Background: an optimization exercise with open tools, aiming at small area. Do not read the settings as production practice. RTL that was checked went through simulation tests only; none was proved equivalent to the original. Function not checked in runs 5 and 7: the RTL went through the layout flow alone. In runs 1 and 3 to 7 the design's own scripts or RTL, not TritonCTS, make the clock network. The flow treats the clock pin as an ideal source. Dropping or thinning the clock tree relies on that and would not hold on a real chip. Power is estimated from default activity; no workload was simulated.

==> design/flow/design.v <==
module bist_fa(input x, input y, input z, output s, output c);
    assign {c, s} = {1'b0, x} + {1'b0, y} + {1'b0, z};
endmodule
module bist_ha(input x, input y, output s, output c);
    assign {c, s} = {1'b0, x} + {1'b0, y};
endmodule
module MISR_golden_sign(
    input clk,
    input reset,
    output reg [73:0] MISR
    );
    reg [7:0] x;
    reg [4:1] t;
    wire inj = t[2] & ~t[3];
    wire m = x[0] & t[4];
    wire [7:0] a = x;
    wire [7:0] b = {m, x[7], x[6], x[5] ^ m, x[4] ^ m, x[3], x[2], x[1] ^ m};
    wire [8:0] cs, cd;
    wire [7:0] s, d;
    bist_ha u_add0 (.x(a[0]), .y(b[0]), .s(s[0]), .c(cs[1]));
    assign d[0] = a[0] ^ b[0];
    assign cd[1] = a[0] | ~b[0];
    genvar i;
    generate
        for (i = 1; i < 8; i = i + 1) begin : rc
            bist_fa u_add (.x(a[i]), .y(b[i]), .z(cs[i]), .s(s[i]), .c(cs[i+1]));
            bist_fa u_sub (.x(a[i]), .y(~b[i]), .z(cd[i]), .s(d[i]), .c(cd[i+1]));
        end
    endgenerate
    wire pp1 = a[0] & b[0];
    wire pp2 = a[0] & b[3];
    wire pp3 = a[0] & b[4];
    wire pp4 = a[0] & b[7];
    wire pp5 = a[1] & b[0];
    wire pp6 = a[1] & b[3];
    wire pp7 = a[1] & b[4];
    wire pp8 = a[1] & b[7];
    wire pp9 = a[2] & b[0];
    wire pp10 = a[2] & b[3];
    wire pp11 = a[2] & b[4];
    wire pp12 = a[2] & b[7];
    wire pp13 = a[3] & b[0];
    wire pp14 = a[3] & b[3];
    wire pp15 = a[3] & b[4];
    wire pp16 = a[3] & b[7];
    wire pp17 = a[4] & b[0];
    wire pp18 = a[4] & b[3];
    wire pp19 = a[4] & b[4];
    wire pp20 = a[4] & b[7];
    wire pp21 = a[5] & b[0];
    wire pp22 = a[5] & b[3];
    wire pp23 = a[5] & b[4];
    wire pp24 = a[5] & b[7];
    wire pp25 = a[6] & b[0];
    wire pp26 = a[6] & b[3];
    wire pp27 = a[6] & b[4];
    wire pp28 = a[6] & b[7];
    wire pp29 = a[7] & b[0];
    wire pp30 = a[7] & b[3];
    wire pp31 = a[7] & b[4];
    wire pp32 = a[7] & b[7];
    wire pp33 = a[0] & a[2];
    wire pp34 = a[0] & a[3];
    wire pp35 = a[1] & a[2];
    wire pp36 = a[1] & a[3];
    wire pp37 = a[2];
    wire pp38 = a[2] & a[3];
    wire pp39 = a[0] & a[6];
    wire pp40 = a[2] & a[4];
    wire pp41 = a[3];
    wire pp42 = a[0] & a[7];
    wire pp43 = a[1] & a[6];
    wire pp44 = a[2] & a[5];
    wire pp45 = a[3] & a[4];
    wire pp46 = a[1] & a[7];
    wire pp47 = a[2] & a[6];
    wire pp48 = a[3] & a[5];
    wire pp49 = a[2] & a[7];
    wire pp50 = a[3] & a[6];
    wire pp51 = a[3] & a[7];
    wire pp52 = a[4] & a[6];
    wire pp53 = a[4] & a[7];
    wire pp54 = a[5] & a[6];
    wire pp55 = a[5] & a[7];
    wire pp56 = a[6];
    wire pp57 = a[6] & a[7];
    wire pp58 = a[7];
    wire s59, c60;
    bist_fa u_s59 (.x(pp34), .y(pp35), .z(pp9), .s(s59), .c(c60));
    wire s61, c62;
    bist_fa u_s61 (.x(pp37), .y(pp36), .z(pp13), .s(s61), .c(c62));
    wire s63, c64;
    bist_fa u_s63 (.x(pp2), .y(c60), .z(s61), .s(s63), .c(c64));
    wire s65, c66;
    bist_fa u_s65 (.x(pp17), .y(pp3), .z(pp6), .s(s65), .c(c66));
    wire s67, c68;
    bist_fa u_s67 (.x(c62), .y(s65), .z(c64), .s(s67), .c(c68));
    wire s69, c70;
    bist_fa u_s69 (.x(pp41), .y(pp38), .z(pp39), .s(s69), .c(c70));
    wire s71, c72;
    bist_fa u_s71 (.x(pp40), .y(pp10), .z(pp21), .s(s71), .c(c72));
    wire s73, c74;
    bist_fa u_s73 (.x(pp7), .y(s69), .z(c66), .s(s73), .c(c74));
    wire s75, c76;
    bist_fa u_s75 (.x(s71), .y(s73), .z(c68), .s(s75), .c(c76));
    wire s77, c78;
    bist_fa u_s77 (.x(pp42), .y(pp43), .z(pp44), .s(s77), .c(c78));
    wire s79, c80;
    bist_fa u_s79 (.x(pp45), .y(pp11), .z(pp14), .s(s79), .c(c80));
    wire s81, c82;
    bist_fa u_s81 (.x(pp25), .y(c70), .z(s77), .s(s81), .c(c82));
    wire s83, c84;
    bist_fa u_s83 (.x(c72), .y(s79), .z(s81), .s(s83), .c(c84));
    wire s85, c86;
    bist_fa u_s85 (.x(c74), .y(s83), .z(c76), .s(s85), .c(c86));
    wire s87, c88;
    bist_fa u_s87 (.x(pp46), .y(pp48), .z(pp15), .s(s87), .c(c88));
    wire s89, c90;
    bist_fa u_s89 (.x(pp18), .y(pp29), .z(pp4), .s(s89), .c(c90));
    wire s91, c92;
    bist_fa u_s91 (.x(c78), .y(c80), .z(s87), .s(s91), .c(c92));
    wire s93, c94;
    bist_fa u_s93 (.x(s89), .y(c82), .z(s91), .s(s93), .c(c94));
    wire s95, c96;
    bist_fa u_s95 (.x(c84), .y(s93), .z(c86), .s(s95), .c(c96));
    wire s97, c98;
    bist_fa u_s97 (.x(pp47), .y(pp19), .z(pp22), .s(s97), .c(c98));
    wire s99, c100;
    bist_fa u_s99 (.x(pp8), .y(c88), .z(c90), .s(s99), .c(c100));
    wire s101, c102;
    bist_fa u_s101 (.x(s97), .y(c92), .z(s99), .s(s101), .c(c102));
    wire s103, c104;
    bist_fa u_s103 (.x(c94), .y(s101), .z(c96), .s(s103), .c(c104));
    wire s105, c106;
    bist_fa u_s105 (.x(pp49), .y(pp50), .z(pp52), .s(s105), .c(c106));
    wire s107, c108;
    bist_fa u_s107 (.x(pp12), .y(pp23), .z(pp26), .s(s107), .c(c108));
    wire s109, c110;
    bist_fa u_s109 (.x(s105), .y(c98), .z(s107), .s(s109), .c(c110));
    wire s111, c112;
    bist_fa u_s111 (.x(c100), .y(s109), .z(c102), .s(s111), .c(c112));
    wire s113, c114;
    bist_fa u_s113 (.x(pp51), .y(pp53), .z(pp54), .s(s113), .c(c114));
    wire s115, c116;
    bist_fa u_s115 (.x(pp16), .y(pp27), .z(pp30), .s(s115), .c(c116));
    wire s117, c118;
    bist_fa u_s117 (.x(c106), .y(s113), .z(c108), .s(s117), .c(c118));
    wire s119, c120;
    bist_fa u_s119 (.x(s115), .y(s117), .z(c110), .s(s119), .c(c120));
    wire s121, c122;
    bist_fa u_s121 (.x(pp56), .y(pp55), .z(pp20), .s(s121), .c(c122));
    wire s123, c124;
    bist_fa u_s123 (.x(pp31), .y(c114), .z(c116), .s(s123), .c(c124));
    wire s125, c126;
    bist_fa u_s125 (.x(s121), .y(c118), .z(s123), .s(s125), .c(c126));
    wire s127, c128;
    bist_fa u_s127 (.x(pp24), .y(c122), .z(c124), .s(s127), .c(c128));
    wire s129, c130;
    bist_fa u_s129 (.x(pp58), .y(pp57), .z(pp28), .s(s129), .c(c130));
    wire s131, c132;
    bist_ha u_s131 (.x(pp33), .y(pp5), .s(s131), .c(c132));
    wire s133, c134;
    bist_ha u_s133 (.x(c132), .y(s59), .s(s133), .c(c134));
    wire s135, c136;
    bist_ha u_s135 (.x(c134), .y(s63), .s(s135), .c(c136));
    wire s137, c138;
    bist_ha u_s137 (.x(c136), .y(s67), .s(s137), .c(c138));
    wire s139, c140;
    bist_ha u_s139 (.x(c138), .y(s75), .s(s139), .c(c140));
    wire s141, c142;
    bist_ha u_s141 (.x(c140), .y(s85), .s(s141), .c(c142));
    wire s143, c144;
    bist_ha u_s143 (.x(c142), .y(s95), .s(s143), .c(c144));
    wire s145, c146;
    bist_ha u_s145 (.x(c144), .y(s103), .s(s145), .c(c146));
    wire s147, c148;
    bist_fa u_s147 (.x(s111), .y(c104), .z(c146), .s(s147), .c(c148));
    wire s149, c150;
    bist_ha u_s149 (.x(s119), .y(c112), .s(s149), .c(c150));
    wire s151 = s149 ^ c148;
    wire s152, c153;
    bist_ha u_s152 (.x(c120), .y(s125), .s(s152), .c(c153));
    wire cy154 = c150 | (s149 & c148);
    wire s155 = s152 ^ cy154;
    wire G156 = c153 | (s152 & c150);
    wire P157 = s152 & s149;
    wire s158, c159;
    bist_ha u_s158 (.x(c126), .y(s127), .s(s158), .c(c159));
    wire cy160 = G156 | (P157 & c148);
    wire s161 = s158 ^ cy160;
    wire G162 = c159 | (s158 & G156);
    wire P163 = s158 & P157;
    wire s164, c165;
    bist_ha u_s164 (.x(s129), .y(c128), .s(s164), .c(c165));
    wire cy166 = G162 | (P163 & c148);
    wire s167 = s164 ^ cy166;
    wire G168 = c165 | (s164 & G162);
    wire P169 = s164 & P163;
    wire s170, c171;
    bist_ha u_s170 (.x(pp32), .y(c130), .s(s170), .c(c171));
    wire cy172 = G168 | (P169 & c148);
    wire s173 = s170 ^ cy172;
    wire G174 = c171 | (s170 & G168);
    wire P175 = s170 & P169;
    wire cy176 = G174 | (P175 & c148);
    wire s177 = cy176;
    wire [15:0] p = {s177, s173, s167, s161, s155, s151, s147, s145, s143, s141, s139, s137, s135, s133, s131, pp1};
    wire [7:0] xr = a ^ b;
    wire [7:0] xn = ~xr;
    wire [7:0] nd = ~(a & b);
    wire [7:0] ll = a << 2;
    wire [7:0] lr = a >> 2;
    wire [73:0] r = {s, cs[8], d, ~cd[8], p, xr, xn, nd, ll, lr};
    wire fb = MISR[73];
    wire [73:0] nxt = {MISR[72:0], fb} ^ r ^ {fb, 2'b00, fb, fb, 69'd0};
    always @(posedge clk) begin
        if (reset | ~t[2])
            MISR <= 74'd0;
        else
            MISR <= nxt;
    end
    always @(posedge clk) begin
        if (reset) begin
            x <= 8'd0;
            t <= 4'd0;
        end else begin
            x <= {x[6], x[5], x[4] ^ x[7], x[3] ^ x[7], x[2], x[1], x[0] ^ x[7], x[7] | inj};
            t <= {t[3:1], 1'b1};
        end
    end
endmodule
==> design/flow/flow/run.sh <==
#!/bin/bash
# The standard ORFS layout (standard.sh) with two changes:
#  - port buffers are buf_1 cells (BUFFER_PORTS_ARGS); every port is still buffered;
#  - the clock tree is one level of MANUAL_CTS_N clock buffers, each driving a
#    balanced group of flip-flops (flow/cts_manual.tcl, sourced as PRE_CTS_TCL).
# ORFS's own logs stay under orfs/logs/; make's output goes to standard.log.
set -uo pipefail
bash standard.sh \
  "BUFFER_PORTS_ARGS=-buffer_cell sky130_fd_sc_hd__buf_1" \
  "PRE_CTS_TCL=$PWD/flow/cts_manual.tcl" \
  "MANUAL_CTS_BUF=sky130_fd_sc_hd__clkbuf_16" \
  "MANUAL_CTS_N=4" \
  finish > standard.log 2>&1
==> design/flow/flow/cts_manual.tcl <==
# Sourced by ORFS's cts.tcl before its clock tree synthesis (PRE_CTS_TCL).
# Replaces clock_tree_synthesis with a one-level clock tree: the flip-flops
# are split into MANUAL_CTS_N balanced groups by position (halves by x, then
# halves by y), and one clock buffer at each group's centroid drives that
# group's clock pins. The clock port drives only these buffers.
rename clock_tree_synthesis orfs_clock_tree_synthesis

proc cts_split {pins axis} {
  set keyed {}
  foreach p $pins {
    lappend keyed [list [lindex $p $axis] $p]
  }
  set sorted [lsort -real -index 0 $keyed]
  set half [expr {[llength $sorted] / 2}]
  set a {}
  set b {}
  set i 0
  foreach kp $sorted {
    if {$i < $half} { lappend a [lindex $kp 1] } else { lappend b [lindex $kp 1] }
    incr i
  }
  return [list $a $b]
}

proc clock_tree_synthesis {args} {
  set block [ord::get_db_block]
  set dbu [$block getDbUnitsPerMicron]
  set net [$block findNet clk]
  # each pin: {x y iterm}
  set pins {}
  foreach it [$net getITerms] {
    set box [[$it getInst] getBBox]
    lappend pins [list [expr {([$box xMin] + [$box xMax]) / 2.0 / $dbu}] \
                      [expr {([$box yMin] + [$box yMax]) / 2.0 / $dbu}] $it]
  }
  set groups [list $pins]
  set axis 0
  while {[llength $groups] < $::env(MANUAL_CTS_N)} {
    set next {}
    foreach g $groups {
      foreach h [cts_split $g $axis] { lappend next $h }
    }
    set groups $next
    set axis [expr {1 - $axis}]
  }
  set k 0
  foreach g $groups {
    set sx 0.0
    set sy 0.0
    set loads {}
    foreach p $g {
      set sx [expr {$sx + [lindex $p 0]}]
      set sy [expr {$sy + [lindex $p 1]}]
      set it [lindex $p 2]
      lappend loads [get_pins "[[$it getInst] getName]/[[$it getMTerm] getName]"]
    }
    set n [llength $g]
    set cx [expr {$sx / $n}]
    set cy [expr {$sy / $n}]
    puts "manual CTS: group $k, $n clock pins, buffer at ($cx, $cy)"
    insert_buffer -net clk -load_pins $loads -buffer_cell $::env(MANUAL_CTS_BUF) \
      -location [list $cx $cy] -buffer_name clkbuf_m$k -net_name clknet_m$k
    incr k
  }
  foreach it [[$block findNet clk] getITerms] {
    set buf [$it getInst]
    set out [[$buf findITerm X] getNet]
    $out setSigType CLOCK
    puts "manual CTS: [$buf getName] drives [$out getName] ([llength [$out getITerms]] pins)"
  }
  set_propagated_clock [all_clocks]
}
==> design/flow/standard.sh <==
#!/bin/bash
# synth_recipe.tcl (not shown) runs the flow's synth.tcl, then flattens the netlist and writes it again
# the make line also repeats each setting of config.mk as NAME=value (left out here)
make -C /OpenROAD-flow-scripts/flow DESIGN_CONFIG=/design/flow/config.mk WORK_HOME=/design/flow/orfs CLKGATE_MAP_FILE= SYNTH_SCRIPT=/design/flow/synth_recipe.tcl "${@:-finish}"
==> design/flow/config.mk <==
export PLATFORM = sky130hd
export DESIGN_NAME = MISR_golden_sign
export DESIGN_NICKNAME = MISR_golden_sign
export VERILOG_FILES = /design/flow/design.v
export SDC_FILE = /design/flow/constraint.sdc
export NUM_CORES = 4
export LEC_CHECK = 0
export CAP_MARGIN = 20
export CORE_MARGIN = 2
export CORE_UTILIZATION = 70
export SLEW_MARGIN = 20
export SYNTH_HIERARCHICAL = 1
==> design/flow/constraint.sdc <==
create_clock -name core_clock -period 5.5 [get_ports {clk}]
set_input_delay 1.1000 -clock core_clock [delete_from_list [all_inputs] [get_ports {clk}]]
set_output_delay 1.1000 -clock core_clock [all_outputs]
set_load 0.01 [all_outputs]
==> impl_metrics.tcl, run 1 <==
set metrics [dict create \
    ctsHoldBuffers 0 \
    synth_top_cell_by_area "dfxtp_1" \
    cp.arrival_ns 5.31 \
    slew_headroom 0.5125 \
    ios 76 \
    grt_antenna_before_repair 0 \
    cap_violations 0 \
    synth_top_area_share 0.3743 \
    dr_total_vias 2967 \
    seqPwrFrac 0.647 \
    grt_max_degree 72 \
    hold_class "reg -> reg" \
    core_sq_mm 0.006350 \
    final_util 0.8108 \
    dpl.cell_count 563 \
    placed_cell_area_sq_mm 0.005011 \
    p_leak_nw 2.328 \
    intPower_mw 0.7894 \
    path_clk_slew_ns 0.09 \
    wl_per_cell_microns 16.31 \
    dp_slack_ns 0.007873 \
    hold_violations 0 \
    required_ns 5.57 \
    drive_gt1_frac 0.06939 \
    swShare 0.1991 \
    ys_warn_count 7 \
    firstDrtPassIters 4 \
    maxSlewViolCount 0 \
    crit_path_end_kind "register" \
    grt_util_all_layers 0.2657 \
    startpoint "t[4]" \
    rrSetupSlack_ns 0.27 \
    io_buffers 75 \
    start_util 0.7243 \
    period_minus_slack_ns 5.235 \
    fmax_mhz 191.0 \
    syn_inst 411 \
    yosys.cell_types.count 31 \
    antennaDiodeCount 0 \
    drtIter0Drc 156 \
    drc_errors 0 \
    p_clk_frac 0.292 \
    setup_tns_ns 0 \
    synthesis.area_sq_mm 0.004599 \
    die_area_sq_mm 0.007235 \
    grt_pass1_vias 3076 \
    die_w_microns 85.06 \
    r2r_end "MISR[53]" \
    worstSetupPathType "reg -> reg" \
    syn2layout_area_growth_pct 11.94 \
    status "complete, no violations" \
    num-fill-cells 405 \
    p_comb_frac 0.060 \
    cp-endpoint "MISR[53]" \
    rr_worst_depth 16 \
    layoutNonFillerInstCount 567 \
    gr-total-overflow 0 \
    rsz0062_at_grt "false" \
    clkLatencyLatePin_ns 0.15 \
    finalCritPeriodShare 0.9518 \
    tightest_slew_ns 0.7313 \
    setup_ws_ns 0.2654 \
    die_h_microns 85.06 \
    post_cts_resized 2 \
    wl_microns 9248 \
    nets 577 \
    start_kind "register" \
    synth-seq-cells 86 \
    place_hpwl_microns 7091 \
    ys_seq_area_frac 0.3743 \
    crit-reg2reg-launch "t[4]" \
    final_cell_area_sq_mm 0.005149 \
    p_switching_mw 0.1962 \
    clock_skew_ns 0.01067 \
    via_per_inst 5.233 \
    setup_viol 0 \
    min_path_cells 1 \
    grt_pass1_wl_microns 15330 \
    power_density_mw_per_mm2 191.4 \
    rows 29 \
    cts_setup_buffers 0 \
    gp_congestion 0.8506 \
    yosys-top-cells-area "dfxtp_1, fa_1, xnor2_1, ha_1, nor2_1" \
    ant_nets 0 \
    ir_worst_vdd_v 0.0002473 \
    cp_max_fo 7 \
    syn-mean-instance-area_sq_um 11.19 \
]
## synthesized netlist by cell type, drive strengths merged
cell type / number
nand2: 2
mux2i: 2
buf: 10
ha: 32
o41ai: 1
nand4: 2
inv: 8
o21ai: 2
or3: 1
or4: 1
xor2: 20
fa: 51
a21oi: 3
dfxtp: 86
nor2: 87
xnor2: 54
nor4: 1
and2: 17
nor2b: 14
nand3: 2
clkbuf: 6
clkinv: 2
and3: 1
nand2b: 5
a21boi: 1
## final cells by class, clock buffers not listed
type	instances	area (sq um)	share of cell area
timing repair buffer	91	401.6	0.07801
tap	77	96.34	0.01871
inverter	10	37.54	0.007290
multi-input combinational	299	2790	0.5419
sequential	86	1723	0.3346
## routing by layer
layer,part of all wire,global-route usage,up-vias
li1,-,-,1432
met1,0.43,0.3719,1445
met2,0.51,0.4737,77
met3,0.052,0.02043,13
met4,0.013,0.02886,0
met5,0,0,-
## per-module statistics from Yosys, one instance, submodules excluded
module            copies in the design  cells  flip-flops and latches
MISR_golden_sign                     1    346                      86
bist_fa                             51      1                       0
bist_ha                             14      1                       0
## per-stage QoR
step / hold slack, ns / power [mW]
floorplan: 0.4138 / 0.6948
finish: 0.4512 / 0.9857
CTS: 0.4510 / 0.9901
global placement: 0.4193 / 0.7097
detailed placement: 0.4313 / 0.7117
global route: 0.4668 / 1.013
## cell usage in the layout, fill, tap and decap left out, drive strengths merged
cell type  instances
a21boi             1
a21oi              3
and2              17
and3               1
buf               91
clkbuf             4
clkinv             2
dfxtp             86
fa                51
ha                32
inv                8
mux2i              2
nand2              2
nand2b             5
nand3              2
nand4              2
nor2              87
nor2b             14
nor4               1
o21ai              2
o41ai              1
or3                1
or4                1
xnor2             54
xor2              20
## critical path, cell delays in order (launching register included)
cell and delay (ns):
dfxtp_1 0.34, nand2_2 0.08, buf_4 0.17, ha_2 0.40, inv_1 0.12, ha_1 0.27, fa_1 0.44, fa_1 0.58
fa_1 0.45, fa_1 0.45, fa_1 0.46, ha_1 0.23, fa_1 0.42, nand3_1 0.12, a21boi_1 0.12, or3_1 0.36
a21oi_1 0.13
## state kept, by name (all words and copies together), names as in the netlist
name and count:
t 4, x 8, MISR 74
## power groups by stage
stage,Sequential (mW),Clock [mW],Combinational [mW]
after floorplan,0.657,0,0.0380
after global placement,0.652,0,0.0572
after detailed placement,0.653,0,0.0589
after CTS,0.638,0.292,0.0595
after global routing,0.639,0.307,0.0663
final,0.638,0.288,0.0596
## worst min-delay path by stage
stage / start / end / slack, ns
after floorplan: t[1] / t[2] / 0.41
after global placement: t[1] / t[2] / 0.42
after detailed placement: t[1] / t[2] / 0.43
after CTS: t[1] / t[2] / 0.45
after global routing: t[1] / t[2] / 0.47
final: t[1] / t[2] / 0.45
## kinds of logic (layout without fill, tap and decap cells)
family,after synthesis,in the layout,synth area share
xor gates and xnor gates,74,74,0.1409
muxes,2,2,0.004353
buffers and inverters,26,105,0.02775
adders and majority gates,83,83,0.3090
and+or+nand+nor,133,133,0.1338
DFF,86,86,0.3743
AOI/OAI and AO/OA,7,7,0.009795
==> run 2, diff against run 1 <==
==> design/flow/flow/run.sh (replaced) <==
#!/bin/bash
# The standard ORFS layout (standard.sh) with these changes:
#  - port buffers are buf_1 cells (BUFFER_PORTS_ARGS); every port is still buffered;
#  - the clock tree is one level of MANUAL_CTS_N clock buffers, each driving a
#    balanced group of flip-flops (flow/cts_manual.tcl, sourced as PRE_CTS_TCL).
# ORFS's own logs stay under orfs/logs/; make's output goes to standard.log.
set -uo pipefail
bash standard.sh \
  "BUFFER_PORTS_ARGS=-buffer_cell sky130_fd_sc_hd__buf_1" \
  "REMOVE_ABC_BUFFERS=1" \
  "PRE_CTS_TCL=$PWD/flow/cts_manual.tcl" \
  "MANUAL_CTS_BUF=sky130_fd_sc_hd__clkbuf_16" \
  "MANUAL_CTS_N=4" \
  finish > standard.log 2>&1
--- a/design/flow/config.mk
+++ b/design/flow/config.mk
@@ -7,6 +7,7 @@
 export LEC_CHECK = 0
 export CAP_MARGIN = 20
 export CORE_MARGIN = 2
-export CORE_UTILIZATION = 70
+export CORE_UTILIZATION = 85
+export GPL_TIMING_DRIVEN = 0
 export SLEW_MARGIN = 20
 export SYNTH_HIERARCHICAL = 1
==> run 2 against run 1 <==
Compared with the run above:
- the flow now stops in 4_1_cts
- area after synthesis unchanged
- synthesized cell count stayed put
==> impl_metrics.tcl, run 2 <==
set metrics [dict create \
    yosys.cell_types.count 31 \
    die_h_microns 77.56 \
    place_hpwl_microns 8615 \
    tool.error "[ERROR DPL-0033] detailed placement checks failed during check placement." \
    synth_edf_count 0 \
    gp_congestion 0.8908 \
    synthesis.area_sq_mm 0.004599 \
    yosys-top-cells-area "dfxtp_1, fa_1, xnor2_1, ha_1, nor2_1" \
    dpl.cell_count 540 \
    rows 26 \
    synth-seq-cells 86 \
    async_flop_share 0 \
    yosysMostFrequentCell "nor2_1" \
    synth_top_cell_by_area "dfxtp_1" \
    syn-mean-instance-area_sq_um 11.19 \
    status "aborted with a tool error" \
    die_w_microns 77.56 \
    syn_inst 411 \
    post_cts_resized 22 \
    synthTopCellsByCount "nor2_1, dfxtp_1, xnor2_1, fa_1, ha_1" \
    synth_ff_type "dfxtp_1" \
    cts_setup_buffers 1 \
    placed_cell_area_sq_mm 0.004878 \
    ios 76 \
    ctsHoldBuffers 0 \
    haltStage "4_1_cts" \
    ys_warn_count 7 \
    io_buffers 75 \
    dp_slack_ns -0.9663 \
    start_util 0.8892 \
    synth_top_area_share 0.3743 \
    ys_seq_area_frac 0.3743 \
]
[run 2: cell counts after synthesis]
Identical to the previous run, type by type.
[run 2: how the worst min path moves through the flow]
stage,to,slack [ns],depth (start not counted)
after detailed placement,MISR[7],0.46,1
after global placement,t[2],0.42,1
after floorplan,t[2],0.41,1
[run 2: Yosys stat by module, one instance, submodules excluded]
module	cell area [sq um]	times used	cells	flip-flops and latches
MISR_golden_sign	3403	1	346	86
bist_fa	20.02	51	1	0
bist_ha	12.51	14	1	0
[run 2: through the flow]
stage,util,hold WS [ns]
3_5_place_dp,0.9432,0.4557
3_3_place_gp,0.9432,0.4188
2_1_floorplan,-,0.4138
[run 2: cell families after synthesis]
kind of cell	Yosys count	synth area share
AOI/OAI and AO/OA	7	0.009795
xor gates and xnor gates	74	0.1409
adders and majority gates	83	0.3090
buffers and inverters	26	0.02775
DFF	86	0.3743
muxes	2	0.004353
and+or+nand+nor	133	0.1338
[run 2: power groups by stage]
stage,Sequential (mW),Combinational (mW),Clock [mW]
floorplan,0.657,0.0351,0
global placement,0.655,0.0509,0
detailed placement,0.656,0.0564,0
==> run 3, diff against run 2 <==
--- a/design/flow/config.mk
+++ b/design/flow/config.mk
@@ -7,7 +7,7 @@
 export LEC_CHECK = 0
 export CAP_MARGIN = 20
 export CORE_MARGIN = 2
-export CORE_UTILIZATION = 85
+export CORE_UTILIZATION = 70
 export GPL_TIMING_DRIVEN = 0
 export SLEW_MARGIN = 20
 export SYNTH_HIERARCHICAL = 1
==> run 3 against run 2 <==
Compared with the run above:
- now clean on timing, DRC and antenna
- area after synthesis stayed put
- synthesized cell count unchanged
==> impl_metrics.tcl, run 3 <==
set metrics [dict create \
    placed_cell_area_sq_mm 0.004887 \
    grt_max_degree 72 \
    synthSimpleGateAreaFrac 0.1338 \
    maxSlewViolCount 0 \
    path_clk_slew_ns 0.08 \
    cap_violations 0 \
    final_cell_area_sq_mm 0.005091 \
    drc_errors 0 \
    via_per_inst 5.255 \
    grt_pass1_vias 2961 \
    syn-mean-instance-area_sq_um 11.19 \
    power_density_mw_per_mm2 192.6 \
    place_hpwl_microns 6390 \
    core_sq_mm 0.006350 \
    crit_family "adder cells" \
    final_common_cell "nor2_1" \
    dr_total_vias 2922 \
    nets 566 \
    synth_ff_type "dfxtp_1" \
    swShare 0.1973 \
    crit_path_end_kind "register" \
    num-fill-cells 423 \
    synth_compound_area_frac 0.009793 \
    mostFrequentLayoutCells "nor2_1, dfxtp_1, buf_1" \
    largest_reg_flops 74 \
    seqPwrFrac 0.652 \
    rows 29 \
    period_minus_slack_ns 5.250 \
    slew_headroom 0.5028 \
    ir_worst_vdd_v 0.0001968 \
    hold_violations 0 \
    synthTopCellsByCount "nor2_1, dfxtp_1, xnor2_1, fa_1, ha_1" \
    multi_input_area_sq_mm 0.002796 \
    finalCritPeriodShare 0.9545 \
    cp.arrival_ns 5.33 \
    yosysMostFrequentCell "nor2_1" \
    regMostFlops "MISR" \
    yosys.area_share.adder 0.3090 \
    synthesis.area_sq_mm 0.004599 \
    muxShareOfSynthArea 0.004353 \
    synth_top_area_share 0.3743 \
    setup_tns_ns 0 \
    intPower_mw 0.7873 \
    p_clk_frac 0.291 \
    layoutNonFillerInstCount 556 \
    antennaDiodeCount 0 \
    crit_chain "nand2_4 -> ha_4 -> nor2_1 -> fa_1 -> fa_1 -> fa_2 -> fa_1 -> fa_2 -> fa_2 -> fa_1 -> ha_1 -> fa_2 -> nand3_2 -> a21boi_2 -> o41ai_2 -> mux2i_1" \
    status "complete, no violations" \
    die_h_microns 85.06 \
    hold_class "reg -> reg" \
    worstHoldStart "t[1]" \
    gr-total-overflow 0 \
    setup_viol 0 \
    ant_nets 0 \
    path_buf_inv 0 \
    fmax_mhz 190.5 \
    seqCellArea_sq_mm 0.001738 \
    gp_congestion 0.8250 \
    startpoint "x[0]" \
    worstSetupPathType "reg -> reg" \
    ctsHoldBuffers 0 \
    synth_top_family_by_area "adder cells" \
    cpMaxStageDelayCell "fa_1" \
    yosys.cell_types.count 31 \
    syn_inst 411 \
    cp_max_fo 8 \
    synth_edf_count 0 \
    ys_warn_count 7 \
    synth-xor-area-share 0.1409 \
    grt_antenna_before_repair 0 \
    finalPower_mw 0.9807 \
    p_comb_frac 0.057 \
    wl_microns 8507 \
    final_util 0.8018 \
    dpl.cell_count 547 \
    start_util 0.7243 \
    grt_pass1_wl_microns 14360 \
    grt_util_all_layers 0.2467 \
    setup_ws_ns 0.2503 \
    start_kind "register" \
    tightest_slew_ns 0.7457 \
    drtIter0Drc 82 \
    required_ns 5.58 \
    crit-reg2reg-launch "x[0]" \
    synth-seq-cells 86 \
    drive_gt1_frac 0.06054 \
    synth_top_cell_by_area "dfxtp_1" \
    largest_registers "MISR x74, x x8, t x4" \
    dp_slack_ns -0.7593 \
    yosys-top-cells-area "dfxtp_1, fa_1, xnor2_1, ha_1, nor2_1" \
    wl_per_cell_microns 15.30 \
    p_switching_mw 0.1935 \
    fin_hold_ws_ns 0.4568 \
    syn2layout_area_growth_pct 10.69 \
    async_flop_share 0 \
    ios 76 \
    die_w_microns 85.06 \
    clock_skew_ns 0.007690 \
    clkLatencyLatePin_ns 0.15 \
    ys_seq_area_frac 0.3743 \
    io_buffers 75 \
    firstDrtPassIters 4 \
    die_area_sq_mm 0.007235 \
    p_leak_nw 2.288 \
    slowest_delay_ns 0.52 \
]
## run 3: cell counts after synthesis
No cell type changed its count.
## run 3: layout make-up, clock buffers not listed
cell class,instances,area share
Timing Repair Buffer,80,0.06267
Sequential cell,86,0.3414
Inverter,10,0.008110
Multi-Input combinational cell,299,0.5493
Tap cell,77,0.01892
## run 3: logic make-up after synthesis
logic type,Yosys count
adders and majority gates,83
muxes,2
and+or+nand+nor,133
AOI/OAI and AO/OA,7
DFF,86
xor gates and xnor gates,74
buffers and inverters,26
## run 3: modules after synthesis, one instance, submodules excluded
module / cells inside / area (sq um) / flops+latches
MISR_golden_sign: 346 / 3403 / 86
bist_ha: 1 / 12.51 / 0
bist_fa: 1 / 20.02 / 0
## run 3: path summary, 6_finish.rpt
check	end	cells after the start	slack, ns
setup / recovery	MISR[55]	16	0.25
hold / removal	t[2]	1	0.46
setup reg to reg	MISR[55]	16	0.25
hold reg to reg	t[2]	1	0.46
## run 3: metal layers
| metal | part of all wire | GRT usage | routed length [microns] |
|---|---|---|---|
| met5 | 0 | 0 | 0 |
| met3 | 0.044 | 0.02043 | 372 |
| met1 | 0.43 | 0.3478 | 3644 |
| met4 | 0.017 | 0.03896 | 142 |
| met2 | 0.51 | 0.4297 | 4348 |
## run 3: what timing repair did
action / CTS / global route
resized for setup: 14 / 8
gates cloned: 0 / 0
buffers inserted: 1 / 4
hold endpoints to repair: 0 / 0
setup endpoints to repair: 7 / 4
pin swaps: 0 / 3
## run 3: power groups by stage
stage,combinational [mW],clock [mW],sequential [mW]
2_1_floorplan,0.0351,0,0.657
3_3_place_gp,0.0518,0,0.655
3_5_place_dp,0.0531,0,0.655
4_1_cts,0.0556,0.293,0.639
5_1_grt,0.0630,0.316,0.641
6_report,0.0561,0.285,0.639
==> run 4, diff against run 3 <==
--- a/design/flow/flow/run.sh
+++ b/design/flow/flow/run.sh
@@ -7,7 +7,7 @@
 set -uo pipefail
 bash standard.sh \
   "BUFFER_PORTS_ARGS=-buffer_cell sky130_fd_sc_hd__buf_1" \
-  "REMOVE_ABC_BUFFERS=1" \
+  "REMOVE_ABC_BUFFERS=1" "RECOVER_POWER=100" \
   "PRE_CTS_TCL=$PWD/flow/cts_manual.tcl" \
   "MANUAL_CTS_BUF=sky130_fd_sc_hd__clkbuf_16" \
   "MANUAL_CTS_N=4" \
==> run 4 against run 3 <==
Compared with the run above:
- now fails the layout checks on max-capacitance violations, max-slew violations
- clock power barely moved
- hold slack barely moved
- via count shrank 0.31%
- core utilization down 0.22 points
- combinational power is essentially flat
- synthesized cell count did not move
- clock skew hardly changed
- critical path depth unchanged
- area after synthesis did not move
- largest cell class unchanged
- largest power group unchanged
- highest routed layer unchanged
==> impl_metrics.tcl, run 4 <==
set metrics [dict create \
    start_kind "register" \
    nets 566 \
    largest_registers "MISR x74, x x8, t x4" \
    core_sq_mm 0.006350 \
    hold_class "reg -> reg" \
    gr-total-overflow 0 \
    fmax_mhz 190.4 \
    crit_path_end_kind "register" \
    wl_microns 8470 \
    path_clk_slew_ns 0.08 \
    die_w_microns 85.06 \
    firstDrtPassIters 4 \
    rows 29 \
    route.met2.wl_microns 4343 \
    met3_wirelength_microns 359 \
    die_h_microns 85.06 \
    status "finished with violations" \
    drtIter0Drc 82 \
    clock_skew_ns 0.007732 \
    final_cell_area_sq_mm 0.005077 \
    tightest_slew_ns 2.556 \
    hold_violations 0 \
    synth_top_cell_by_area "dfxtp_1" \
    ys_seq_area_frac 0.3743 \
    syn-mean-instance-area_sq_um 11.19 \
    finalCritPeriodShare 0.9547 \
    placed_cell_area_sq_mm 0.004887 \
    yosys.cell_types.count 31 \
    antennaDiodeCount 0 \
    crit-reg2reg-launch "x[0]" \
    num-fill-cells 428 \
    die_area_sq_mm 0.007235 \
    required_ns 5.58 \
    io_buffers 75 \
    gp_congestion 0.8250 \
    syn_inst 411 \
    cp_max_fo 8 \
    maxSlewViolCount 72 \
    start_util 0.7243 \
    dr_total_vias 2913 \
    synth_top_area_share 0.3743 \
    wl_met1_microns 3625 \
    power_density_mw_per_mm2 192.8 \
    drc_errors 0 \
    ant_nets 0 \
    synth-seq-cells 86 \
    setup_ws_ns 0.2493 \
    mostFrequentLayoutCells "nor2_1, dfxtp_1, buf_1" \
    cap_violations 1 \
    async_flop_share 0 \
    final_common_cell "nor2_1" \
    yosysMostFrequentCell "nor2_1" \
    regMostFlops "MISR" \
    clkLatencyLatePin_ns 0.15 \
    setup_viol 0 \
    finalPower_mw 0.9787 \
    synthesis.area_sq_mm 0.004599 \
    layoutNonFillerInstCount 556 \
    wl_per_cell_microns 15.23 \
    r2r_end "MISR[55]" \
    ir_worst_vdd_v 0.0001968 \
    hold_path_end "t[2]" \
    place_hpwl_microns 6390 \
    ios 76 \
    worstHoldStart "t[1]" \
    drive_gt1_frac 0.05428 \
    grt_pass1_wl_microns 14360 \
    syn2layout_area_growth_pct 10.39 \
    grt_max_degree 72 \
    grt_antenna_before_repair 0 \
    violations "max-capacitance violations, max-slew violations" \
    rr_worst_depth 16 \
    topRoutingLayerUsed "met4" \
    cp.arrival_ns 5.33 \
    grt_pass1_vias 2961 \
    setup_tns_ns 0 \
    grt_util_all_layers 0.2467 \
    p_leak_nw 2.280 \
    yosys-top-cells-area "dfxtp_1, fa_1, xnor2_1, ha_1, nor2_1" \
    largest_reg_flops 74 \
    dpl.cell_count 547 \
    worstSetupPathType "reg -> reg" \
    ys_warn_count 7 \
    rrSetupSlack_ns 0.25 \
    period_minus_slack_ns 5.251 \
    synth_ff_type "dfxtp_1" \
    min_path_cells 1 \
    dp_slack_ns -0.7593 \
    synth_edf_count 0 \
    synthTopCellsByCount "nor2_1, dfxtp_1, xnor2_1, fa_1, ha_1" \
    via_per_inst 5.239 \
    slew_headroom -0.7038 \
]
-- run 4: repair_timing --
item	CTS	global route
buffers inserted	1	4
resized for setup	14	8
hold buffers	0	0
pin swaps	0	3
setup endpoints to repair	7	4
-- run 4: report_power, final --
group	switching [mW]	leakage (nW)	total, mW	internal, mW
clock	0.151	0.0493	0.284	0.132
combinational	0.0317	1.53	0.0560	0.0243
sequential	0.00851	0.701	0.639	0.630
total	0.192	2.28	0.979	0.787
-- run 4: cell type report, clock buffers not listed --
cell class                      instances  area [sq um]  share of cell area
Multi-Input combinational cell        299          2789              0.5493
Sequential cell                        86          1738              0.3423
Timing Repair Buffer                   80         315.3             0.06210
Tap cell                               77         96.34             0.01897
Inverter                               10         38.79            0.007639
-- run 4: layer usage --
metal  vias to the layer above  GRT usage
li1                       1407          -
met1                      1425     0.3478
met2                        68     0.4297
met3                        13    0.02043
met4                         0    0.03896
met5                         -          0
-- run 4: critical path, stage by stage (launching register included) --
cell      delay (ns)
dfxtp_4         0.36
nand2_4         0.10
ha_4            0.32
nor2_1          0.07
fa_1            0.52
fa_1            0.43
fa_2            0.39
fa_1            0.43
fa_2            0.38
fa_2            0.37
fa_1            0.46
ha_1            0.24
fa_2            0.38
nand3_2         0.10
a21boi_2        0.08
o41ai_2         0.33
mux2i_1         0.22
-- run 4: through the flow --
step	util	hold slack [ns]
after detailed placement	0.7697	0.4402
after CTS	0.7935	0.4617
after floorplan	-	0.4138
after global placement	0.7697	0.4179
final	0.7996	0.4568
after global routing	0.7996	0.4808
-- run 4: how the worst max path moves through the flow --
stage	startpoint	end	slack (ns)	cells after the start
global placement	x[0]	MISR[55]	-0.66	16
floorplan	x[0]	MISR[55]	-0.12	16
CTS	t[4]	MISR[53]	0.06	16
detailed placement	x[0]	MISR[55]	-0.76	16
finish	x[0]	MISR[55]	0.25	16
global route	x[0]	MISR[55]	-0.001	16
-- run 4: cell families (layout without fill, tap and decap cells) --
| kind of cell | after synthesis | count (layout) | share of synthesized area |
|---|---|---|---|
| adder cells (fa/ha/maj) | 83 | 83 | 0.3090 |
| XOR/XNOR | 74 | 74 | 0.1409 |
| AO/OA/AOI/OAI | 7 | 7 | 0.009795 |
| AND/OR/NAND/NOR | 133 | 133 | 0.1338 |
| multiplexers | 2 | 2 | 0.004353 |
| flip-flops | 86 | 86 | 0.3743 |
| buffers and inverters | 26 | 94 | 0.02775 |
-- run 4: Yosys stat by module, one instance, submodules excluded --
module | cells | flops+latches
MISR_golden_sign | 346 | 86
bist_fa | 1 | 0
bist_ha | 1 | 0
==> run 5, diff against run 4 <==
--- a/design/flow/design.v
+++ b/design/flow/design.v
@@ -9,24 +9,31 @@
     input reset,
     output reg [73:0] MISR
     );
-    reg [7:0] x;
-    reg [4:1] t;
+    reg [7:0] xn;
+    reg [3:1] t;
+    reg m;
+    wire [7:0] x = ~xn;
     wire inj = t[2] & ~t[3];
-    wire m = x[0] & t[4];
     wire [7:0] a = x;
     wire [7:0] b = {m, x[7], x[6], x[5] ^ m, x[4] ^ m, x[3], x[2], x[1] ^ m};
-    wire [8:0] cs, cd;
+    wire [8:1] csn, cdn;
+    wire [7:1] sn, dn;
     wire [7:0] s, d;
-    bist_ha u_add0 (.x(a[0]), .y(b[0]), .s(s[0]), .c(cs[1]));
+    assign s[0] = a[0] ^ b[0];
+    assign csn[1] = ~(a[0] & b[0]);
     assign d[0] = a[0] ^ b[0];
-    assign cd[1] = a[0] | ~b[0];
+    assign cdn[1] = ~a[0] & b[0];
     genvar i;
     generate
         for (i = 1; i < 8; i = i + 1) begin : rc
-            bist_fa u_add (.x(a[i]), .y(b[i]), .z(cs[i]), .s(s[i]), .c(cs[i+1]));
-            bist_fa u_sub (.x(a[i]), .y(~b[i]), .z(cd[i]), .s(d[i]), .c(cd[i+1]));
+            bist_fa u_add (.x(xn[i]), .y(~b[i]), .z(csn[i]), .s(sn[i]), .c(csn[i+1]));
+            bist_fa u_sub (.x(xn[i]), .y(b[i]), .z(cdn[i]), .s(dn[i]), .c(cdn[i+1]));
         end
     endgenerate
+    assign s[7:1] = ~sn;
+    assign d[7:1] = ~dn;
+    wire [8:0] cs = {~csn[8], 8'd0};
+    wire [8:0] cd = {~cdn[8], 8'd0};
     wire pp1 = a[0] & b[0];
     wire pp2 = a[0] & b[3];
     wire pp3 = a[0] & b[4];
@@ -206,11 +213,11 @@
     wire s177 = cy176;
     wire [15:0] p = {s177, s173, s167, s161, s155, s151, s147, s145, s143, s141, s139, s137, s135, s133, s131, pp1};
     wire [7:0] xr = a ^ b;
-    wire [7:0] xn = ~xr;
+    wire [7:0] xnr = ~xr;
     wire [7:0] nd = ~(a & b);
     wire [7:0] ll = a << 2;
     wire [7:0] lr = a >> 2;
-    wire [73:0] r = {s, cs[8], d, ~cd[8], p, xr, xn, nd, ll, lr};
+    wire [73:0] r = {s, cs[8], d, ~cd[8], p, xr, xnr, nd, ll, lr};
     wire fb = MISR[73];
     wire [73:0] nxt = {MISR[72:0], fb} ^ r ^ {fb, 2'b00, fb, fb, 69'd0};
     always @(posedge clk) begin
@@ -221,11 +228,13 @@
     end
     always @(posedge clk) begin
         if (reset) begin
-            x <= 8'd0;
-            t <= 4'd0;
+            xn <= 8'hff;
+            t <= 3'd0;
+            m <= 1'b0;
         end else begin
-            x <= {x[6], x[5], x[4] ^ x[7], x[3] ^ x[7], x[2], x[1], x[0] ^ x[7], x[7] | inj};
-            t <= {t[3:1], 1'b1};
+            xn <= ~{x[6], x[5], x[4] ^ x[7], x[3] ^ x[7], x[2], x[1], x[0] ^ x[7], x[7] | inj};
+            t <= {t[2:1], 1'b1};
+            m <= x[7] & t[3];
         end
     end
 endmodule
--- a/design/flow/flow/run.sh
+++ b/design/flow/flow/run.sh
@@ -7,7 +7,7 @@
 set -uo pipefail
 bash standard.sh \
   "BUFFER_PORTS_ARGS=-buffer_cell sky130_fd_sc_hd__buf_1" \
-  "REMOVE_ABC_BUFFERS=1" "RECOVER_POWER=100" \
+  "REMOVE_ABC_BUFFERS=1" \
   "PRE_CTS_TCL=$PWD/flow/cts_manual.tcl" \
   "MANUAL_CTS_BUF=sky130_fd_sc_hd__clkbuf_16" \
   "MANUAL_CTS_N=4" \
==> run 5 against run 4 <==
Compared with the run above:
- the run now finishes clean
- worst setup slack gained 0.019 ns
- die area decreased by 0.52%
- cell area hardly changed
- sequential cell count unchanged
- fmax rose by 0.37%
==> impl_metrics.tcl, run 5 <==
set metrics [dict create \
    status "complete, no violations" \
    firstDrtPassIters 4 \
    start_kind "register" \
    crit_path_end_kind "register" \
    period_minus_slack_ns 5.232 \
    ir_worst_vdd_v 0.0002550 \
    cp.arrival_ns 5.30 \
    cp_max_fo 4 \
    min_path_cells 1 \
    hold_class "reg -> reg" \
    ant_nets 0 \
    final_common_cell "nor2_1" \
    die_h_microns 84.84 \
    setup_tns_ns 0 \
    synthesis.area_sq_mm 0.004574 \
    finalCritPeriodShare 0.9512 \
    yosys-top-cells-area "dfxtp_1, fa_1, ha_1, nor2_1, xor2_1" \
    nets 572 \
    fmax_mhz 191.1 \
    place_hpwl_microns 6362 \
    synth-seq-cells 86 \
    dr_total_vias 2936 \
    syn2layout_area_growth_pct 11.02 \
    cap_violations 0 \
    hold_violations 0 \
    synth_top_area_share 0.3764 \
    finalPower_mw 0.9765 \
    regMostFlops "MISR" \
    grt_util_all_layers 0.2614 \
    ys_seq_area_frac 0.3764 \
    synth_ff_type "dfxtp_1" \
    yosys.cell_types.count 31 \
    slew_headroom 0.5017 \
    synth_edf_count 0 \
    grt_antenna_before_repair 0 \
    async_flop_share 0 \
    setup_viol 0 \
    p_leak_nw 2.263 \
    antennaDiodeCount 0 \
    rows 29 \
    wl_microns 9002 \
    maxSlewViolCount 0 \
    drtIter0Drc 129 \
    largest_reg_flops 74 \
    drc_errors 0 \
    power_density_mw_per_mm2 192.3 \
    grt_pass1_vias 3203 \
    synth_top_cell_by_area "dfxtp_1" \
    ios 76 \
    gr-total-overflow 0 \
    path_clk_slew_ns 0.08 \
    rsz0062_at_grt "false" \
    ys_warn_count 7 \
    grt_pass1_wl_microns 15240 \
    rr_worst_depth 16 \
    die_w_microns 84.84 \
    core_sq_mm 0.006350 \
    io_buffers 75 \
    grt_max_degree 72 \
    gp_congestion 0.7795 \
    clock_skew_ns 0.01215 \
    wl_per_cell_microns 16.02 \
    tightest_slew_ns 0.7474 \
    required_ns 5.57 \
    drive_gt1_frac 0.06598 \
    clkLatencyLatePin_ns 0.15 \
    worstSetupPathType "reg -> reg" \
    largest_registers "MISR x74, xn x8, t x3" \
    synthTopCellsByCount "nor2_1, dfxtp_1, fa_1, xor2_1, xnor2_1" \
    syn_inst 421 \
    die_area_sq_mm 0.007198 \
    syn-mean-instance-area_sq_um 10.87 \
    mostFrequentLayoutCells "nor2_1, dfxtp_1, buf_1" \
    start_util 0.7204 \
    via_per_inst 5.224 \
    yosysMostFrequentCell "nor2_1" \
]
==> run 5: worst paths after layout <==
path	start	end	slack (ns)
min	MISR[7]	MISR[8]	0.46
max	m	MISR[53]	0.27
min reg2reg	MISR[7]	MISR[8]	0.46
max reg2reg	m	MISR[53]	0.27
==> run 5: Yosys stat by module, one instance, submodules excluded <==
module / flops+latches / cells inside
bist_fa: 0 / 1
MISR_golden_sign: 86 / 357
bist_ha: 0 / 1
==> run 5: cell type report, clock buffers not listed <==
cell class | instances | area [sq um]
fill | 423 | 1271
timing repair buffer | 82 | 334.1
sequential | 86 | 1743
inverter | 15 | 60.06
multi-input combinational | 298 | 2745
tap | 77 | 96.34
==> run 5: layer usage <==
layer  vias to the layer above  global-route usage  routed length (microns)
met2                        88              0.4810                     4754
met4                         0             0.04618                      121
met1                      1428              0.3478                     3661
li1                       1411                   -                        -
met5                         -                   0                        0
met3                         9             0.01654                      464
==> run 5: cells by family after synthesis <==
logic type                 count (synthesis)  share of synthesized area
xor gates and xnor gates                  74                     0.1417
buffers and inverters                     37                    0.03692
adders and majority gates                 83                     0.3107
muxes                                      2                   0.004377
DFF                                       86                     0.3764
and+or+nand+nor                          132                     0.1201
AOI/OAI and AO/OA                          7                   0.009846
==> run 5: stage by stage <==
| step | setup WS (ns) | hold slack, ns | area, sq um | instances | utilization |
|---|---|---|---|---|---|
| after detailed placement | -0.6260 | 0.4377 | 4840 | 551 | 0.7622 |
| after floorplan | -0.01502 | 0.4138 | 4462 | 399 | - |
| final | 0.2685 | 0.4607 | 5079 | 562 | 0.7998 |
| after CTS | 0.06094 | 0.4648 | 5061 | 561 | 0.7970 |
| after global placement | -0.5891 | 0.4213 | 4840 | 551 | 0.7622 |
| after global routing | 0.02187 | 0.4870 | 5079 | 562 | 0.7998 |
==> run 5: critical path, stage by stage, from the launching register on <==
cell and delay (ns):
dfxtp_4 0.37, clkinvlp_4 0.15, ha_4 0.32, nor2_1 0.06, fa_1 0.44, fa_2 0.41
fa_1 0.42, fa_1 0.44, fa_2 0.38, fa_2 0.37, fa_1 0.46, ha_1 0.23
fa_2 0.38, nand3_1 0.12, a21boi_2 0.11, or3_1 0.35, a21oi_1 0.14
==> run 5: report_power, final <==
group	switching, mW	leakage [nW]	total (mW)	internal [mW]
clock network	0.157	0.0493	0.290	0.133
registers	0.00748	0.696	0.636	0.629
logic	0.0306	1.52	0.0501	0.0195
total	0.196	2.26	0.976	0.781
==> run 5: repair_timing <==
action	CTS	global route
resized for setup	22	4
setup buffers	6	1
setup endpoints to repair	7	3
pin swaps	2	2
hold buffers	0	0
==> run 6, diff against run 5 <==
--- a/design/flow/design.v
+++ b/design/flow/design.v
@@ -10,10 +10,10 @@
     output reg [73:0] MISR
     );
     reg [7:0] xn;
-    reg [3:1] t;
-    reg m;
+    reg [4:1] t;
     wire [7:0] x = ~xn;
     wire inj = t[2] & ~t[3];
+    wire m = x[0] & t[4];
     wire [7:0] a = x;
     wire [7:0] b = {m, x[7], x[6], x[5] ^ m, x[4] ^ m, x[3], x[2], x[1] ^ m};
     wire [8:1] csn, cdn;
@@ -229,12 +229,10 @@
     always @(posedge clk) begin
         if (reset) begin
             xn <= 8'hff;
-            t <= 3'd0;
-            m <= 1'b0;
+            t <= 4'd0;
         end else begin
             xn <= ~{x[6], x[5], x[4] ^ x[7], x[3] ^ x[7], x[2], x[1], x[0] ^ x[7], x[7] | inj};
-            t <= {t[2:1], 1'b1};
-            m <= x[7] & t[3];
+            t <= {t[3:1], 1'b1};
         end
     end
 endmodule
==> run 6 against run 5 <==
Compared with the run above:
- global-route usage is 0.59 points lower
- register-to-register slack worse by 0.09 ns
- fmax is 1.8% lower
- sequential power hardly changed
- clock skew is 0.0055 ns lower
- critical path depth is 1 higher
- core utilization hardly changed
- worst setup slack worse by 0.094 ns
- via count is 2.0% higher
- cell area is 0.52% lower
- largest power group unchanged
==> impl_metrics.tcl, run 6 <==
set metrics [dict create \
    power_density_mw_per_mm2 194.7 \
    p_leak_nw 2.249 \
    crit_family "adder cells" \
    crit_chain "inv_6 -> nand2_8 -> ha_4 -> nor2_2 -> fa_1 -> fa_2 -> fa_2 -> fa_2 -> fa_1 -> fa_1 -> fa_1 -> ha_1 -> fa_2 -> nand3_1 -> a21boi_2 -> or3_1 -> a21oi_1" \
    rows 29 \
    cp.arrival_ns 5.40 \
    via_per_inst 5.356 \
    core_sq_mm 0.006314 \
    slew_headroom 0.5056 \
    die_h_microns 84.74 \
    status "complete, no violations" \
    fmax_mhz 187.8 \
    path_clk_slew_ns 0.09 \
    min_path_cells 1 \
    worstHoldStart "t[1]" \
    drive_gt1_frac 0.06017 \
    largest_reg_flops 74 \
    period_minus_slack_ns 5.326 \
    start_util 0.7228 \
    r2r_end "MISR[53]" \
    syn-mean-instance-area_sq_um 10.84 \
    clock_skew_ns 0.006684 \
    synth_top_area_share 0.3773 \
    hold_path_end "t[2]" \
    finalPower_mw 0.9837 \
    syn2layout_area_growth_pct 10.72 \
    final_common_cell "nor2_1" \
    p_switching_mw 0.1997 \
    synth_edf_count 0 \
    ant_nets 0 \
    ios 76 \
    maxSlewViolCount 0 \
    crit_cells 17 \
    firstDrtPassIters 5 \
    finalCritPeriodShare 0.9683 \
    worstSetupPathType "reg -> reg" \
    grt_pass1_vias 3040 \
    swShare 0.2030 \
    gp_congestion 0.8261 \
    intPower_mw 0.7840 \
    place_hpwl_microns 6546 \
    nets 568 \
    synth_ff_type "dfxtp_1" \
    path_buf_inv 1 \
    hold_violations 0 \
    cp_max_fo 8 \
    antennaDiodeCount 0 \
    synthesis.area_sq_mm 0.004563 \
    dr_total_vias 2994 \
    synth-seq-cells 86 \
    final_util 0.8002 \
    crit-reg2reg-launch "xn[0]" \
    rrSetupSlack_ns 0.17 \
    largest_registers "MISR x74, xn x8, t x4" \
    drc_errors 0 \
    start_kind "register" \
    yosys-top-cells-area "dfxtp_1, fa_1, nor2_1, ha_1, xor2_1" \
    setup_viol 0 \
    dp_slack_ns -0.6826 \
    layoutNonFillerInstCount 559 \
    wl_per_cell_microns 16.02 \
    grt_pass1_wl_microns 14780 \
    syn_inst 421 \
    ir_worst_vdd_v 0.0002524 \
    cap_violations 0 \
    wl_microns 8956 \
    die_area_sq_mm 0.007181 \
    synthTopCellsByCount "nor2_1, dfxtp_1, fa_1, xor2_1, xnor2_1" \
    die_w_microns 84.74 \
    seqPwrFrac 0.649 \
    dpl.cell_count 551 \
    drtIter0Drc 153 \
    p_clk_frac 0.296 \
    mostFrequentLayoutCells "nor2_1, dfxtp_1, buf_1" \
    required_ns 5.57 \
    clkLatencyLatePin_ns 0.15 \
    p_comb_frac 0.055 \
    ys_seq_area_frac 0.3773 \
    io_buffers 75 \
    crit_path_end_kind "register" \
    yosysMostFrequentCell "nor2_1" \
    setup_ws_ns 0.1744 \
    grt_antenna_before_repair 0 \
    gr-total-overflow 0 \
    rr_worst_depth 17 \
    yosys.cell_types.count 31 \
    grt_max_degree 72 \
    grt_util_all_layers 0.2555 \
    regMostFlops "MISR" \
    ys_warn_count 7 \
    cpMaxStageDelayCell "fa_1" \
    synth_top_cell_by_area "dfxtp_1" \
    tightest_slew_ns 0.7416 \
    ctsHoldBuffers 0 \
    hold_class "reg -> reg" \
    slowest_delay_ns 0.51 \
    async_flop_share 0 \
]
run 6: through the flow:
step                setup TNS [ns]  cell area (sq um)  hold WS, ns
detailed placement          -3.302               4828       0.4297
global route             -0.001637               5052       0.4734
global placement            -3.017               4828       0.4138
finish                           0               5052       0.4435
CTS                              0               4996       0.4478
floorplan                  -0.2079               4451       0.4109
run 6: layout make-up, clock buffers not listed:
class	count	area, sq um
tap	77	96.34
sequential	86	1743
multi-input combinational	298	2740
timing repair buffer	79	311.5
inverter	15	61.31
fill	410	1261
run 6: power groups by stage:
| stage | sequential (mW) | combinational (mW) | clock (mW) |
|---|---|---|---|
| 6_report | 0.638 | 0.0539 | 0.292 |
| 2_1_floorplan | 0.656 | 0.0331 | 0 |
| 3_3_place_gp | 0.654 | 0.0495 | 0 |
| 4_1_cts | 0.639 | 0.0524 | 0.293 |
| 3_5_place_dp | 0.654 | 0.0510 | 0 |
| 5_1_grt | 0.639 | 0.0606 | 0.313 |
run 6: worst max-delay path by stage:
stage               startpoint  endpoint  slack (ns)
finish                   xn[0]  MISR[53]        0.17
CTS                      xn[0]  MISR[53]       0.003
global placement         xn[0]  MISR[55]       -0.63
floorplan                xn[0]  MISR[55]       -0.12
detailed placement       xn[0]  MISR[55]       -0.68
global route             xn[0]  MISR[53]      -0.002
run 6: Yosys stat by module, one instance, submodules excluded:
| module | cell area (sq um) | cells |
|---|---|---|
| bist_ha | 12.51 | 1 |
| MISR_golden_sign | 3379 | 357 |
| bist_fa | 20.02 | 1 |
run 6: kinds of logic after synthesis:
group | Yosys count | synth area share
compound gates | 7 | 0.009049
buf+inv | 37 | 0.03701
xor+xnor | 74 | 0.1420
flops | 86 | 0.3773
fa+ha+maj | 82 | 0.3087
simple gates | 133 | 0.1215
mux | 2 | 0.004387
run 6: timing repair:
| action | 4_1_cts | 5_1_grt |
|---|---|---|
| buffers inserted | 1 | 3 |
| setup endpoints to repair | 7 | 6 |
| hold endpoints to repair | 0 | 0 |
| pin swaps | 1 | 1 |
| resized for setup | 22 | 8 |
| gates cloned | 0 | 0 |
run 6: routing by layer:
layer | vias up | global-route usage | share of wire | routed length (microns)
li1 | 1415 | - | - | -
met1 | 1486 | 0.3563 | 0.43 | 3858
met2 | 79 | 0.4460 | 0.52 | 4633
met3 | 14 | 0.01475 | 0.032 | 291
met4 | 0 | 0.05628 | 0.019 | 172
met5 | - | 0 | 0 | 0
==> run 7, diff against run 6 <==
--- a/design/flow/design.v
+++ b/design/flow/design.v
@@ -3,6 +3,9 @@
 endmodule
 module bist_ha(input x, input y, output s, output c);
     assign {c, s} = {1'b0, x} + {1'b0, y};
+endmodule
+module bist_xor(input p, input q, output y);
+    assign y = p ^ q;
 endmodule
 module MISR_golden_sign(
     input clk,
@@ -15,7 +18,14 @@
     wire inj = t[2] & ~t[3];
     wire m = x[0] & t[4];
     wire [7:0] a = x;
-    wire [7:0] b = {m, x[7], x[6], x[5] ^ m, x[4] ^ m, x[3], x[2], x[1] ^ m};
+    wire [7:0] bn;
+    assign bn[7] = ~m;
+    assign bn[6:5] = xn[7:6];
+    assign bn[2:1] = xn[3:2];
+    bist_xor u_b0 (.p(xn[1]), .q(m), .y(bn[0]));
+    bist_xor u_b3 (.p(xn[4]), .q(m), .y(bn[3]));
+    bist_xor u_b4 (.p(xn[5]), .q(m), .y(bn[4]));
+    wire [7:0] b = ~bn;
     wire [8:1] csn, cdn;
     wire [7:1] sn, dn;
     wire [7:0] s, d;
@@ -212,7 +222,8 @@
     wire cy176 = G174 | (P175 & c148);
     wire s177 = cy176;
     wire [15:0] p = {s177, s173, s167, s161, s155, s151, s147, s145, s143, s141, s139, s137, s135, s133, s131, pp1};
-    wire [7:0] xr = a ^ b;
+    wire [7:0] xr;
+    bist_xor u_xr [7:0] (.p(xn), .q(bn), .y(xr));
     wire [7:0] xnr = ~xr;
     wire [7:0] nd = ~(a & b);
     wire [7:0] ll = a << 2;
==> run 7 against run 6 <==
Compared with the run above:
- global-route usage rose by 0.48 points
- synthesized cell count rose by 2.9%
- clock power barely moved
- sequential share of layout area fell by 0.67 points
- still clean on timing, DRC and antenna
- cell area rose by 1.7%
- critical path depth rose by 1
- largest cell class unchanged
- core utilization rose by 1.3 points
- die area rose by 0.11%
- power rose by 0.29%
- combinational power rose by 4%
- sequential power barely moved
==> impl_metrics.tcl, run 7 <==
set metrics [dict create \
    status "complete, no violations" \
    crit_top_cell "fa_1" \
    ys_warn_count 7 \
    yosysMostFrequentCell "nor2_1" \
    clkLatencyLatePin_ns 0.15 \
    drtIter0Drc 140 \
    synthTopCellsByCount "nor2_1, dfxtp_1, fa_1, xor2_1, xnor2_1" \
    seqCellArea_sq_mm 0.001738 \
    synthesis.area_sq_mm 0.004568 \
    place_hpwl_microns 6149 \
    rows 29 \
    ctsHoldBuffers 0 \
    ant_nets 0 \
    grt_antenna_before_repair 0 \
    clock_skew_ns 0.01215 \
    period_minus_slack_ns 5.298 \
    p_leak_nw 2.182 \
    yosys.cell_types.count 30 \
    setup_viol 0 \
    required_ns 5.56 \
    die_area_sq_mm 0.007189 \
    start_util 0.7235 \
    regMostFlops "MISR" \
    start_kind "register" \
    die_w_microns 84.79 \
    drive_gt1_frac 0.08417 \
    setup_ws_ns 0.2022 \
    die_h_microns 84.79 \
    firstDrtPassIters 4 \
    startpoint "xn[0]" \
    grtUsageMet1 0.3507 \
    grt_busiest_layer "met2" \
    async_flop_share 0 \
    wl_microns 9149 \
    cp_max_fo 4 \
    mostFrequentLayoutCells "nor2_1, dfxtp_1, buf_1" \
    synth_top_cell_by_area "dfxtp_1" \
    met2_usage 0.4653 \
    gp_congestion 0.7794 \
    ir_worst_vdd_v 0.0002685 \
    worstSetupPathType "reg -> reg" \
    crit_chain "nand2b_4 -> clkinvlp_4 -> buf_4 -> buf_4 -> xor2_4 -> nor2_2 -> fa_1 -> fa_1 -> fa_1 -> fa_2 -> fa_2 -> fa_1 -> ha_1 -> fa_1 -> nand3_1 -> a21boi_2 -> or3_1 -> a21oi_1" \
    final_common_cell "nor2_1" \
    antennaDiodeCount 0 \
    p_clk_frac 0.295 \
    drc_errors 0 \
    crit-reg2reg-launch "xn[0]" \
    grtUsageMet3 0.03245 \
    nets 573 \
    dp_slack_ns -1.568 \
    gr-total-overflow 0 \
    power_density_mw_per_mm2 192.0 \
    path_buf_inv 3 \
    multi_input_area_sq_mm 0.002766 \
    grt_util_all_layers 0.2603 \
    core_sq_mm 0.006314 \
    seqPwrFrac 0.649 \
    cp-endpoint "MISR[53]" \
    slowest_delay_ns 0.50 \
    synth_edf_count 0 \
    swShare 0.2033 \
    syn_inst 433 \
    fmax_mhz 188.8 \
    hold_class "reg -> reg" \
    r2r_end "MISR[53]" \
    largest_registers "MISR x74, xn x8, t x4" \
    cap_violations 0 \
    p_switching_mw 0.2005 \
    crit_path_end_kind "register" \
    path_clk_slew_ns 0.08 \
    crit_family "adder cells" \
    syn2layout_area_growth_pct 12.46 \
    intPower_mw 0.7860 \
    io_buffers 75 \
    setup_tns_ns 0 \
    maxSlewViolCount 0 \
    grt_pass1_vias 3232 \
    rr_worst_depth 18 \
    rrSetupSlack_ns 0.20 \
    ys_seq_area_frac 0.3769 \
    p_comb_frac 0.057 \
    synth_top_area_share 0.3769 \
    synth_ff_type "dfxtp_1" \
    synth-seq-cells 86 \
    yosys-top-cells-area "dfxtp_1, fa_1, xor2_1, nor2_1, xnor2_1" \
    syn-mean-instance-area_sq_um 10.55 \
    finalCritPeriodShare 0.9632 \
    slew_headroom 0.4254 \
    crit_cells 18 \
    largest_reg_flops 74 \
    wl_per_cell_microns 15.88 \
    num-fill-cells 407 \
    cpMaxStageDelayCell "fa_1" \
    dr_total_vias 3072 \
    tightest_slew_ns 0.8608 \
    cp.arrival_ns 5.36 \
    hold_violations 0 \
    ios 76 \
    grt_pass1_wl_microns 15150 \
    grt_max_degree 72 \
    via_per_inst 5.333 \
]
-- run 7: metal layers --
metal / vias up / part of all wire
met4: 0 / 0.017
li1: 1447 / -
met5: - / 0
met3: 16 / 0.061
met2: 99 / 0.51
met1: 1510 / 0.41
-- run 7: timing repair --
action                                  CTS  global route
setup buffers                            12             0
gates resized for setup                  21             7
pin swaps                                 1             1
endpoints found under the setup margin   14             4
cloned                                    0             0
-- run 7: worst reg2reg max path, cell delays in order (launching register included) --
cell and delay [ns]:
dfxtp_4 0.35, nand2b_4 0.13, clkinvlp_4 0.13, buf_4 0.17, buf_4 0.15, xor2_4 0.21, nor2_2 0.08, fa_1 0.42
fa_1 0.50, fa_1 0.47, fa_2 0.38, fa_2 0.37, fa_1 0.46, ha_1 0.24, fa_1 0.43, nand3_1 0.13
a21boi_2 0.09, or3_1 0.35, a21oi_1 0.16
-- run 7: power groups by stage --
stage | Combinational [mW] | Clock (mW) | Sequential (mW)
after detailed placement | 0.0515 | 0 | 0.656
after global placement | 0.0498 | 0 | 0.656
final | 0.0559 | 0.291 | 0.640
after CTS | 0.0555 | 0.295 | 0.640
after floorplan | 0.0338 | 0 | 0.657
after global routing | 0.0625 | 0.315 | 0.641
-- run 7: final cells by class, clock buffers not listed --
cell class              instances  area share
multi-input cells             309      0.5385
flip-flops and latches         86      0.3383
repair buffers                 87     0.07477
well taps                      77     0.01875
inverters                      13     0.01023
-- run 7: logic make-up (layout without fill, tap and decap cells) --
group           Yosys count  after routing  synth area share
fa+ha+maj                70             70            0.2755
flops                    86             86            0.3769
mux                       2              2          0.004383
xor+xnor                 85             85            0.1630
buf+inv                  38            104           0.03834
simple gates            145            145            0.1328
compound gates            7              7          0.009039
-- run 7: worst min path at each step --
stage | startpoint | end | slack (ns) | cells past startpoint
after global routing | t[1] | t[2] | 0.48 | 1
final | t[1] | t[2] | 0.44 | 1
after floorplan | t[1] | t[2] | 0.41 | 1
after CTS | t[1] | t[2] | 0.44 | 1
after global placement | t[1] | t[2] | 0.41 | 1
after detailed placement | t[1] | t[2] | 0.43 | 1
-- run 7: per-module statistics from Yosys, one instance, submodules excluded --
module,flip-flops and latches,cell area [sq um]
MISR_golden_sign,86,3288
bist_fa,0,20.02
bist_ha,0,12.51
bist_xor,0,8.758
-- run 7: per-stage QoR --
| stage | std cells | hold WS (ns) | utilization | power (mW) | area [sq um] |
|---|---|---|---|---|---|
| after global placement | 560 | 0.4145 | 0.7634 | 0.7053 | 4820 |
| after floorplan | 408 | 0.4109 | - | 0.6911 | 4442 |
| after CTS | 576 | 0.4408 | 0.8107 | 0.9907 | 5119 |
| final | 576 | 0.4378 | 0.8137 | 0.9866 | 5137 |
| after detailed placement | 560 | 0.4268 | 0.7646 | 0.7075 | 4827 |
| after global routing | 576 | 0.4757 | 0.8137 | 1.018 | 5137 |

## afterwards: timing with drivers on the ports
How much do the figures lean on ideal ports? The routed layouts below were timed once more, with nothing changed but the port constraints.
Step 1 (the two cells are an assumption about what drives the block):
set clk [get_ports {clk}]
set_driving_cell -lib_cell sky130_fd_sc_hd__clkbuf_16 $clk
set_driving_cell -lib_cell sky130_fd_sc_hd__buf_2 [delete_from_list [all_inputs] $clk]
Step 2 adds t to the input delays and takes it off the output delays; t is the mean of the earliest and latest rising clock arrival at the registers after step 1. Input paths then give back, and output paths get back, about the clock's delay inside the block.
a / b / c = ideal ports / drivers / drivers and shift; a / b = the first two.
run	t, ns	setup slack, ns	hold slack, ns	worst register clock-pin slew, ns
run 1	0.226	0.265 / 0.265 / 0.265	0.451 / 0.451 / 0.451	0.09 / 0.09
run 3	0.223	0.250 / 0.250 / 0.250	0.457 / 0.457 / 0.457	0.09 / 0.09
run 4	0.223	0.249 / 0.249 / 0.249	0.457 / 0.457 / 0.457	0.09 / 0.09
run 5	0.228	0.268 / 0.268 / 0.268	0.461 / 0.461 / 0.461	0.09 / 0.09
run 6	0.227	0.174 / 0.174 / 0.174	0.443 / 0.444 / 0.444	0.09 / 0.09
run 7	0.222	0.202 / 0.202 / 0.202	0.438 / 0.438 / 0.438	0.09 / 0.09
